This design comes from an exercise in tuning for small area on the open sky130 flow, not from production work.
Function was checked by simulation only, so behaviour that the tests miss may differ from the original.

==> module PIG_V4, before the edit <==
module PIG_V4 (
    input clk,
    input ce,
    input rst,
    input [4:0] cnt,
    input [31:0] PARAM,
    input [10:0] PV,
    output [31:0] action);
reg [7:0] kp;
reg [7:0] ki;
reg [6:0] kg;
reg ksign;
always @ (posedge clk) begin
    if(rst) begin
        kp <= PARAM[7:0];
        ki <= PARAM[15:8];
        kg <= PARAM[22:16];
        ksign <= PARAM[23];
    end
end
reg [10:0] pvReg;
reg [10:0] pend;
reg [30:0] SH;
reg carry, seen;
reg [31:0] actionReg;
assign action = actionReg;
wire [11:0] error;
RCA_V4 #(.W(12)) negE (.A(~{pvReg[10], pvReg}), .B(12'd0), .CI(1'b1), .S(error), .CO());
wire [7:0] j;
RCA_V4 #(.W(8)) subG (.A({3'b0, cnt}), .B(~{1'b0, kg}), .CI(1'b1), .S(j), .CO());
wire cge = ~j[7];                     
wire [8:0] de, di;
RCA_V4 #(.W(9)) subE (.A({4'b0, j[4:0]}), .B(~{kp[7], kp}), .CI(1'b1), .S(de), .CO());
RCA_V4 #(.W(9)) subI (.A({j[7], j}), .B(~{ki[7], ki}), .CI(1'b1), .S(di), .CO());    
wire [3:0] deIdx = ((|de[7:4]) | (de[3] & de[2])) ? 4'd11 : de[3:0];
wire abit = cge & ~de[8] & error[deIdx];
wire bbit = cge & ~di[8] & ibit;
wire first = (cnt == 5'd0);
wire cin = carry & ~first;
wire sn = seen & ~first;
wire s = abit ^ bbit ^ cin;
wire obit = s ^ (ksign & sn);
always @ (posedge clk) begin
    carry <= (abit & bbit) | (cin & (abit ^ bbit));
    seen <= sn | s;
    SH <= {obit, SH[30:1]};
end
reg [31:0] R;
reg icarry;
reg isign;                                
wire iAhead = di[8] | (~|di[7:5] & (di[4:0] <= cnt));    
wire [4:0] k = iAhead ? di[4:0] : cnt;
wire [3:0] keIdx = ((|k[4:4]) | (k[3] & k[2])) ? 4'd11 : k[3:0];
wire icin = icarry & (|k);
wire ebit = error[keIdx];
wire nb = R[0] ^ ebit ^ icin;
wire [4:0] pos = di[4:0] - cnt;           
wire ibit = iAhead ? R[0] : ((|di[7:5]) ? isign : R[pos]);
always @ (posedge clk or posedge rst) begin
    if(rst) begin
        R <= 0;
        icarry <= 0;
        isign <= 0;
    end
    else begin
        R <= {nb, R[31:1]};
        icarry <= (R[0] & ebit) | (icin & (R[0] ^ ebit));
        if(k == 5'd31) isign <= nb;
    end
end
always @ (posedge clk or posedge rst) begin
    if(rst) begin
        pvReg <= 0;
        pend <= 0;
        actionReg <= 0;
    end
    else begin
        if(ce) begin
            actionReg <= {obit, SH};
            if(ksign) begin
                pvReg <= pend;
                pend <= PV;
            end
            else pvReg <= PV;
        end
    end
end
endmodule
==> module PHASEMETER_V4, before the edit <==
module PHASEMETER_V4#
(
    parameter AXIS_TDATA_WIDTH = 32,
    parameter integer GUESS = 340161410
)
(
    input clk,
    input rst,
    input en,
    input [AXIS_TDATA_WIDTH-1:0]        S_AXIS_SOURCE_tdata,
    input                               S_AXIS_SOURCE_tvalid,
    input [AXIS_TDATA_WIDTH-1:0]        S_AXIS_PARAM_tdata,  
    input                               S_AXIS_PARAM_tvalid,
    input [AXIS_TDATA_WIDTH-1:0]        S_AXIS_GUESS_tdata,  
    input                               S_AXIS_GUESS_tvalid,
    output wire [AXIS_TDATA_WIDTH-1:0]  M_AXIS_REF_tdata,
    output wire                         M_AXIS_REF_tvalid,
    output wire [AXIS_TDATA_WIDTH-1:0]  M_AXIS_QUAD_tdata,
    output wire                         M_AXIS_QUAD_tvalid,
    output wire [AXIS_TDATA_WIDTH-1:0]  M_AXIS_MIX_tdata,
    output wire                         M_AXIS_MIX_tvalid,
    output wire [AXIS_TDATA_WIDTH-1:0]  M_AXIS_LPF_tdata,  
    output wire                         M_AXIS_LPF_tvalid,
    output wire [AXIS_TDATA_WIDTH-1:0]  M_AXIS_PI_tdata,  
    output wire                         M_AXIS_PI_tvalid,
    output wire [AXIS_TDATA_WIDTH-1:0]  M_AXIS_PE_tdata,  
    output wire                         M_AXIS_PE_tvalid);
    localparam [31:0] guess = GUESS;
    assign M_AXIS_REF_tvalid = 1'b1;
    assign M_AXIS_QUAD_tvalid = 1'b1;
    assign M_AXIS_MIX_tvalid = 1'b1;
    assign M_AXIS_LPF_tvalid = 1'b1;
    assign M_AXIS_PI_tvalid = 1'b1;
    assign M_AXIS_PE_tvalid = 1'b1;
    reg [4:0] cnt;
    reg first;
    always @ (posedge clk or posedge rst) begin
        if(rst) begin
            cnt <= 5'd31;
            first <= 1'b1;
        end
        else begin
            cnt <= cnt + 5'd1;
            first <= 1'b0;
        end
    end
    wire strobe = (cnt == 5'd31) & ~first;
    reg [31:0] phase_word;
    wire [13:0] NCO_sine;
    wire [12:0] sin_mag, cos_mag;
    wire sin_neg, cos_neg;
    NCO_V4 refGen (.clk(clk), .rst(rst), .FREQ_WORD(phase_word), .SINE_WAVE(NCO_sine),
        .SIN_MAG(sin_mag), .SIN_NEG(sin_neg), .COS_MAG(cos_mag), .COS_NEG(cos_neg));
    reg [13:0] source;
    wire [12:0] prodI, prodQ;
    MIXER_V4 mixers (.A(source), .T1(sin_mag), .S1(sin_neg), .T2(cos_mag), .S2(cos_neg),
        .P1(prodI), .P2(prodQ));
    reg [12:0] mixI, mixOut, mixQ;
    always @ (posedge clk or posedge rst) begin
        if(rst) begin
            source <= 0;
            mixI <= 0;
            mixOut <= 0;
            mixQ <= 0;
        end
        else begin
            source <= S_AXIS_SOURCE_tdata[13:0];
            mixI <= prodI;
            mixOut <= mixI;
            mixQ <= prodQ;
        end
    end
    wire [10:0] lpfOut, lpfQuadOut;
    CIC_V4 LPF (.clk(clk), .rst(rst), .cnt(cnt), .x(cnt[0] ? mixQ : mixOut),
        .outI(lpfOut), .outQ(lpfQuadOut));
    wire [31:0] action, perror;
    PIG_V4 controller (.clk(clk), .ce(strobe), .rst(rst), .cnt(cnt), .PARAM(S_AXIS_PARAM_tdata),
        .PV(lpfOut), .action(action));
    OLINT_V4 PHASE_SUM (.clk(clk), .ce(strobe), .rst(rst), .FERROR(action), .PERROR(perror));
    wire [31:0] pw_next;
    RCA_V4 #(.W(32)) addG (.A(guess), .B(action), .CI(1'b0), .S(pw_next), .CO());
    always @ (posedge clk or posedge rst) begin
        if(rst) phase_word <= guess;
        else if(strobe && en) phase_word <= pw_next;
    end
    assign M_AXIS_REF_tdata = {NCO_sine, 18'b0};
    assign M_AXIS_MIX_tdata = {mixOut[12], mixOut, 18'b0};
    assign M_AXIS_LPF_tdata = {{3{lpfOut[10]}}, lpfOut, 18'b0};
    assign M_AXIS_QUAD_tdata = {{3{lpfQuadOut[10]}}, lpfQuadOut, 18'b0};
    assign M_AXIS_PI_tdata = action;
    assign M_AXIS_PE_tdata = perror;
endmodule
Settings: LEC_CHECK=0, ABC_AREA=1, CAP_MARGIN=20, CORE_MARGIN=2, CORE_UTILIZATION=65, CTS_CLUSTER_DIAMETER=60, CTS_CLUSTER_SIZE=25, PLACE_DENSITY=0.75, SLEW_MARGIN=20, SYNTH_MEMORY_MAX_BITS=32768; clock period 10.0 ns.
run.sh (not shown) runs the stock make flow with config.mk's settings and CLKGATE_MAP_FILE= SYNTH_SCRIPT=/design/flow/synth_recipe.tcl, a recipe that flattens the netlist after the stock synthesis.
The baseline produced a clean layout.
==> next run, changes <==
--- a/flow/design.v
+++ b/flow/design.v
@@ -1457,33 +1457,35 @@
     input [4:0] cnt,
     input [31:0] PARAM,
     input [10:0] PV,
     output [31:0] action);
 reg [7:0] kp;
 reg [7:0] ki;
-reg [6:0] kg;
+reg [4:0] kg;               
+reg kgz;                    
 reg ksign;
 always @ (posedge clk) begin
     if(rst) begin
         kp <= PARAM[7:0];
         ki <= PARAM[15:8];
-        kg <= PARAM[22:16];
+        kg <= PARAM[20:16];
+        kgz <= |PARAM[22:21];
         ksign <= PARAM[23];
     end
 end
 reg [10:0] pvReg;
 reg [10:0] pend;
 reg [30:0] SH;
 reg carry, seen;
 reg [31:0] actionReg;
 assign action = actionReg;
 wire [11:0] error;
 RCA_V4 #(.W(12)) negE (.A(~{pvReg[10], pvReg}), .B(12'd0), .CI(1'b1), .S(error), .CO());
 wire [7:0] j;
-RCA_V4 #(.W(8)) subG (.A({3'b0, cnt}), .B(~{1'b0, kg}), .CI(1'b1), .S(j), .CO());
-wire cge = ~j[7];                     
+RCA_V4 #(.W(8)) subG (.A({3'b0, cnt}), .B(~{3'b0, kg}), .CI(1'b1), .S(j), .CO());
+wire cge = ~j[7] & ~kgz;              
 wire [8:0] de, di;
 RCA_V4 #(.W(9)) subE (.A({4'b0, j[4:0]}), .B(~{kp[7], kp}), .CI(1'b1), .S(de), .CO());
 RCA_V4 #(.W(9)) subI (.A({j[7], j}), .B(~{ki[7], ki}), .CI(1'b1), .S(di), .CO());    
 wire [3:0] deIdx = ((|de[7:4]) | (de[3] & de[2])) ? 4'd11 : de[3:0];
 wire abit = cge & ~de[8] & error[deIdx];
 wire bbit = cge & ~di[8] & ibit;
@@ -1621,21 +1623,20 @@
         .SIN_MAG(sin_mag), .SIN_NEG(sin_neg), .COS_MAG(cos_mag), .COS_NEG(cos_neg));
     reg [13:0] source;
     wire [12:0] prodI, prodQ;
     MIXER_V4 mixers (.A(source), .T1(sin_mag), .S1(sin_neg), .T2(cos_mag), .S2(cos_neg),
         .P1(prodI), .P2(prodQ));
     reg [12:0] mixI, mixOut, mixQ;
+    always @ (posedge clk) source <= S_AXIS_SOURCE_tdata[13:0];
     always @ (posedge clk or posedge rst) begin
         if(rst) begin
-            source <= 0;
             mixI <= 0;
             mixOut <= 0;
             mixQ <= 0;
         end
         else begin
-            source <= S_AXIS_SOURCE_tdata[13:0];
             mixI <= prodI;
             mixOut <= mixI;
             mixQ <= prodQ;
         end
     end
     wire [10:0] lpfOut, lpfQuadOut;
=>
- non-clock buffer count rose by 1
- routed wire length goes up by 2.5%
- global-route usage grows by 0.48 points
- via count grows by 0.74%
- setup slack got worse by 0.045 ns
- clock skew came out lower by 0.013 ns
- synthesized cell count came out lower by 0.38%
- worst hold slack gains 0.034 ns
- die area hardly moves
- register-to-register slack is worse by 0.04 ns
- cell area barely changes
- clock-buffer cell count falls by 1

* * *

== the baseline ==
Another version of the RTL of PHASEMETER_V4 (not shown whole).
Size: ~3,700 cells after synthesis, ~530 flip-flops, about 300 I/O pins, roughly 36,000 µm² of cells after synthesis.
==> module CIC_V4, before the edit <==
module CIC_V4 (
    input clk,
    input rst,
    input [4:0] cnt,
    input [12:0] x,
    output [10:0] outI,
    output [10:0] outQ);
reg [16:0] A1, A2;
reg [20:0] P1, P2;
reg [19:0] Q1, Q2;
reg [10:0] S1a, S1b, S2a, S2b, S3a, S3b;
reg [10:0] oI, oQ;
assign outI = oI;
assign outQ = oQ;
wire bstart = (cnt == 5'd27) | (cnt == 5'd28);    
wire [16:0] asum;
wire [20:0] psum;
RCA_V4 #(.W(17)) addA (.A(A2 & {17{~bstart}}), .B({{4{x[12]}}, x}), .CI(1'b0), .S(asum), .CO());
RCA_V4 #(.W(21)) addP (.A(P2 & {21{~bstart}}), .B({{4{asum[16]}}, asum}), .CI(1'b0), .S(psum), .CO());
wire [19:0] qnext;
RCA_V4 #(.W(20)) addQ (.A({A2[15:0], 4'b0}), .B(~P2[19:0]), .CI(1'b1), .S(qnext), .CO());
wire [20:0] ysum;
RCA_V4 #(.W(21)) addY (.A(P2), .B({Q2[19], Q2}), .CI(1'b0), .S(ysum), .CO());
always @ (posedge clk or posedge rst) begin
    if(rst) begin
        A1 <= 0; A2 <= 0; P1 <= 0; P2 <= 0; Q1 <= 0; Q2 <= 0;
        S1a <= 0; S1b <= 0; S2a <= 0; S2b <= 0; S3a <= 0; S3b <= 0;
        oI <= 0; oQ <= 0;
    end
    else begin
        A1 <= asum; A2 <= A1;
        P1 <= psum; P2 <= P1;
        Q2 <= Q1;
        S1b <= S1a; S2b <= S2a; S3b <= S3a;
        if(bstart) begin
            Q1 <= qnext;
            S1a <= ysum[20:10];
            S2a <= S1b;
            S3a <= S2b;
        end
        else begin
            Q1 <= Q2;
            S1a <= S1b;
            S2a <= S2b;
            S3a <= S3b;
        end
        if(cnt == 5'd0) begin
            oI <= S3b;
            oQ <= S3a;
        end
    end
end
endmodule
==> module PIG_V4, before the edit <==
module PIG_V4 (
    input clk,
    input ce,
    input rst,
    input [4:0] cnt,
    input [31:0] PARAM,
    input [10:0] PV,
    output [31:0] action);
reg [7:0] kp;
reg [7:0] ki;
reg [6:0] kg;
reg ksign;
always @ (posedge clk) begin
    if(rst) begin
        kp <= PARAM[7:0];
        ki <= PARAM[15:8];
        kg <= PARAM[22:16];
        ksign <= PARAM[23];
    end
end
reg [10:0] pvReg;
reg [10:0] pend;
reg [31:0] integrator;
reg [30:0] SH;
reg carry, seen;
reg [31:0] actionReg;
assign action = actionReg;
wire [11:0] error;
RCA_V4 #(.W(12)) negE (.A(~{pvReg[10], pvReg}), .B(12'd0), .CI(1'b1), .S(error), .CO());
wire [7:0] j;
RCA_V4 #(.W(8)) subG (.A({3'b0, cnt}), .B(~{1'b0, kg}), .CI(1'b1), .S(j), .CO());
wire cge = ~j[7];                     
wire [8:0] de, di;
RCA_V4 #(.W(9)) subE (.A({4'b0, j[4:0]}), .B(~{kp[7], kp}), .CI(1'b1), .S(de), .CO());
RCA_V4 #(.W(9)) subI (.A({4'b0, j[4:0]}), .B(~{ki[7], ki}), .CI(1'b1), .S(di), .CO());
wire [3:0] deIdx = ((|de[7:4]) | (de[3] & de[2])) ? 4'd11 : de[3:0];
wire [4:0] diIdx = (|di[7:5]) ? 5'd31 : di[4:0];
wire abit = cge & ~de[8] & error[deIdx];
wire bbit = cge & ~di[8] & integrator[diIdx];
wire first = (cnt == 5'd0);
wire cin = carry & ~first;
wire sn = seen & ~first;
wire s = abit ^ bbit ^ cin;
wire obit = s ^ (ksign & sn);
always @ (posedge clk) begin
    carry <= (abit & bbit) | (cin & (abit ^ bbit));
    seen <= sn | s;
    SH <= {obit, SH[30:1]};
end
wire [31:0] integ_next;
wire [31:0] eExt = {{20{error[11]}}, error};
wire loCarry;
reg cLo;
RCA_V4 #(.W(16)) addLo (.A(integrator[15:0]), .B(eExt[15:0]), .CI(1'b0), .S(integ_next[15:0]), .CO(loCarry));
RCA_V4 #(.W(16)) addHi (.A(integrator[31:16]), .B(eExt[31:16]), .CI(cLo), .S(integ_next[31:16]), .CO());
always @ (posedge clk) cLo <= loCarry;
always @ (posedge clk or posedge rst) begin
    if(rst) begin
        pvReg <= 0;
        pend <= 0;
        integrator <= 0;
        actionReg <= 0;
    end
    else begin
        if(ce) begin
            integrator <= integ_next;
            actionReg <= {obit, SH};
            if(ksign) begin
                pvReg <= pend;
                pend <= PV;
            end
            else pvReg <= PV;
        end
    end
end
endmodule
==> flow/config.mk <==
export PLATFORM = sky130hd
export DESIGN_NAME = PHASEMETER_V4
export DESIGN_NICKNAME = PHASEMETER_V4
export VERILOG_FILES = /design/flow/design.v
export SDC_FILE = /design/flow/constraint.sdc
export NUM_CORES = 4
export LEC_CHECK = 0
export ABC_AREA = 1
export CAP_MARGIN = 20
export CORE_MARGIN = 2
export CORE_UTILIZATION = 45
export SLEW_MARGIN = 20
export SYNTH_MEMORY_MAX_BITS = 32768
==> flow/constraint.sdc <==
create_clock -name core_clock -period 10.0 [get_ports {clk}]
set_input_delay 2.0000 -clock core_clock [delete_from_list [all_inputs] [get_ports {clk}]]
set_output_delay 2.0000 -clock core_clock [all_outputs]
set_load 0.01 [all_outputs]
> inputs changed (the baseline -> the candidate)
--- a/flow/design.v
+++ b/flow/design.v
@@ -1406,27 +1406,29 @@
 reg [19:0] Q1, Q2;
 reg [10:0] S1a, S1b, S2a, S2b, S3a, S3b;
 reg [10:0] oI, oQ;
 assign outI = oI;
 assign outQ = oQ;
 wire bstart = (cnt == 5'd27) | (cnt == 5'd28);    
+reg pstart;                                       
 wire [16:0] asum;
 wire [20:0] psum;
 RCA_V4 #(.W(17)) addA (.A(A2 & {17{~bstart}}), .B({{4{x[12]}}, x}), .CI(1'b0), .S(asum), .CO());
-RCA_V4 #(.W(21)) addP (.A(P2 & {21{~bstart}}), .B({{4{asum[16]}}, asum}), .CI(1'b0), .S(psum), .CO());
+RCA_V4 #(.W(21)) addP (.A(P2 & {21{~pstart}}), .B({{4{A1[16]}}, A1}), .CI(1'b0), .S(psum), .CO());
 wire [19:0] qnext;
-RCA_V4 #(.W(20)) addQ (.A({A2[15:0], 4'b0}), .B(~P2[19:0]), .CI(1'b1), .S(qnext), .CO());
+RCA_V4 #(.W(20)) addQ (.A({A2[15:0], 4'b0}), .B(~P1[19:0]), .CI(1'b1), .S(qnext), .CO());
 wire [20:0] ysum;
-RCA_V4 #(.W(21)) addY (.A(P2), .B({Q2[19], Q2}), .CI(1'b0), .S(ysum), .CO());
+RCA_V4 #(.W(21)) addY (.A(P1), .B({Q2[19], Q2}), .CI(1'b0), .S(ysum), .CO());
 always @ (posedge clk or posedge rst) begin
     if(rst) begin
-        A1 <= 0; A2 <= 0; P1 <= 0; P2 <= 0; Q1 <= 0; Q2 <= 0;
+        A1 <= 0; A2 <= 0; P1 <= 0; P2 <= 0; Q1 <= 0; Q2 <= 0; pstart <= 0;
         S1a <= 0; S1b <= 0; S2a <= 0; S2b <= 0; S3a <= 0; S3b <= 0;
         oI <= 0; oQ <= 0;
     end
     else begin
+        pstart <= bstart;
         A1 <= asum; A2 <= A1;
         P1 <= psum; P2 <= P1;
         Q2 <= Q1;
         S1b <= S1a; S2b <= S2a; S3b <= S3a;
         if(bstart) begin
             Q1 <= qnext;
@@ -1467,56 +1469,68 @@
         kg <= PARAM[22:16];
         ksign <= PARAM[23];
     end
 end
 reg [10:0] pvReg;
 reg [10:0] pend;
-reg [31:0] integrator;
 reg [30:0] SH;
 reg carry, seen;
 reg [31:0] actionReg;
 assign action = actionReg;
 wire [11:0] error;
 RCA_V4 #(.W(12)) negE (.A(~{pvReg[10], pvReg}), .B(12'd0), .CI(1'b1), .S(error), .CO());
 wire [7:0] j;
 RCA_V4 #(.W(8)) subG (.A({3'b0, cnt}), .B(~{1'b0, kg}), .CI(1'b1), .S(j), .CO());
 wire cge = ~j[7];                     
 wire [8:0] de, di;
 RCA_V4 #(.W(9)) subE (.A({4'b0, j[4:0]}), .B(~{kp[7], kp}), .CI(1'b1), .S(de), .CO());
-RCA_V4 #(.W(9)) subI (.A({4'b0, j[4:0]}), .B(~{ki[7], ki}), .CI(1'b1), .S(di), .CO());
+RCA_V4 #(.W(9)) subI (.A({j[7], j}), .B(~{ki[7], ki}), .CI(1'b1), .S(di), .CO());    
 wire [3:0] deIdx = ((|de[7:4]) | (de[3] & de[2])) ? 4'd11 : de[3:0];
-wire [4:0] diIdx = (|di[7:5]) ? 5'd31 : di[4:0];
 wire abit = cge & ~de[8] & error[deIdx];
-wire bbit = cge & ~di[8] & integrator[diIdx];
+wire bbit = cge & ~di[8] & ibit;
 wire first = (cnt == 5'd0);
 wire cin = carry & ~first;
 wire sn = seen & ~first;
 wire s = abit ^ bbit ^ cin;
 wire obit = s ^ (ksign & sn);
 always @ (posedge clk) begin
     carry <= (abit & bbit) | (cin & (abit ^ bbit));
     seen <= sn | s;
     SH <= {obit, SH[30:1]};
 end
-wire [31:0] integ_next;
-wire [31:0] eExt = {{20{error[11]}}, error};
-wire loCarry;
-reg cLo;
-RCA_V4 #(.W(16)) addLo (.A(integrator[15:0]), .B(eExt[15:0]), .CI(1'b0), .S(integ_next[15:0]), .CO(loCarry));
-RCA_V4 #(.W(16)) addHi (.A(integrator[31:16]), .B(eExt[31:16]), .CI(cLo), .S(integ_next[31:16]), .CO());
-always @ (posedge clk) cLo <= loCarry;
+reg [31:0] R;
+reg icarry;
+reg isign;                                
+wire iAhead = di[8] | (~|di[7:5] & (di[4:0] <= cnt));    
+wire [4:0] k = iAhead ? di[4:0] : cnt;
+wire [3:0] keIdx = ((|k[4:4]) | (k[3] & k[2])) ? 4'd11 : k[3:0];
+wire icin = icarry & (|k);
+wire ebit = error[keIdx];
+wire nb = R[0] ^ ebit ^ icin;
+wire [4:0] pos = di[4:0] - cnt;           
+wire ibit = iAhead ? R[0] : ((|di[7:5]) ? isign : R[pos]);
+always @ (posedge clk or posedge rst) begin
+    if(rst) begin
+        R <= 0;
+        icarry <= 0;
+        isign <= 0;
+    end
+    else begin
+        R <= {nb, R[31:1]};
+        icarry <= (R[0] & ebit) | (icin & (R[0] ^ ebit));
+        if(k == 5'd31) isign <= nb;
+    end
+end
 always @ (posedge clk or posedge rst) begin
     if(rst) begin
         pvReg <= 0;
         pend <= 0;
-        integrator <= 0;
         actionReg <= 0;
     end
     else begin
         if(ce) begin
-            integrator <= integ_next;
             actionReg <= {obit, SH};
             if(ksign) begin
                 pvReg <= pend;
                 pend <= PV;
             end
             else pvReg <= PV;
- Critical path depth: the candidate vs the baseline down 1
- NOTE: worst setup slack in the candidate exceeds that of the baseline
- Re timing-limited maximum frequency: the candidate is 0.0040 GHz up on the baseline.
- On total length of routed wires, the candidate and the baseline are basically level.
- Delta (the candidate minus the baseline): shortest period the worst path allows decreased by 0.36 ns relative to the old numbers, clock buffer count in the final layout -13.
- Between the candidate and the baseline, the end-of-flow core utilization does not differ in any meaningful way.
- For the post-synthesis sequential area ratio, the candidate came in 0.69 points higher than the baseline did.
- Adder and majority gate portion of the synthesized area for the candidate: 0.94 points down relative to the baseline
- Die area: the candidate vs the baseline down about 1.4%
- Count of inserted antenna diode cells ended up 1 higher on the candidate than on the baseline.

static timing again, ports no longer ideal:
Ports are ideal in the flow. The routed layouts listed here were re-timed in OpenROAD.
Step 1: set_driving_cell puts a clkbuf_16 on clk and a buf_2 on each other input, an assumption about the parent block.
Step 2 also shifts input and output timing later by t, the mid clock arrival at the registers, as if the neighbouring blocks saw the same clock.
Slacks: ideal / step 1 / step 2; pairs: ideal / step 1.
run | t (ns) | setup WS [ns] | worst hold slack (ns) | worst setup path after step 2 | clock arrival spread, ns
the first run of note 1 | 0.605 | 0.442 / 0.442 / 0.442 | 0.304 / 0.304 / 0.304 | register to register | 0.052 / 0.052
the second run of note 1 | 0.621 | 0.397 / 0.397 / 0.397 | 0.337 / 0.337 / 0.337 | register to register | 0.049 / 0.049
the baseline | 0.661 | 0.247 / 0.247 / 0.247 | 0.343 / 0.343 / 0.343 | register to register | 0.021 / 0.021
the candidate | 0.668 | 0.611 / 0.611 / 0.611 | 0.339 / 0.339 / 0.339 | register to register | 0.040 / 0.040
After both steps every run listed still meets setup and hold.
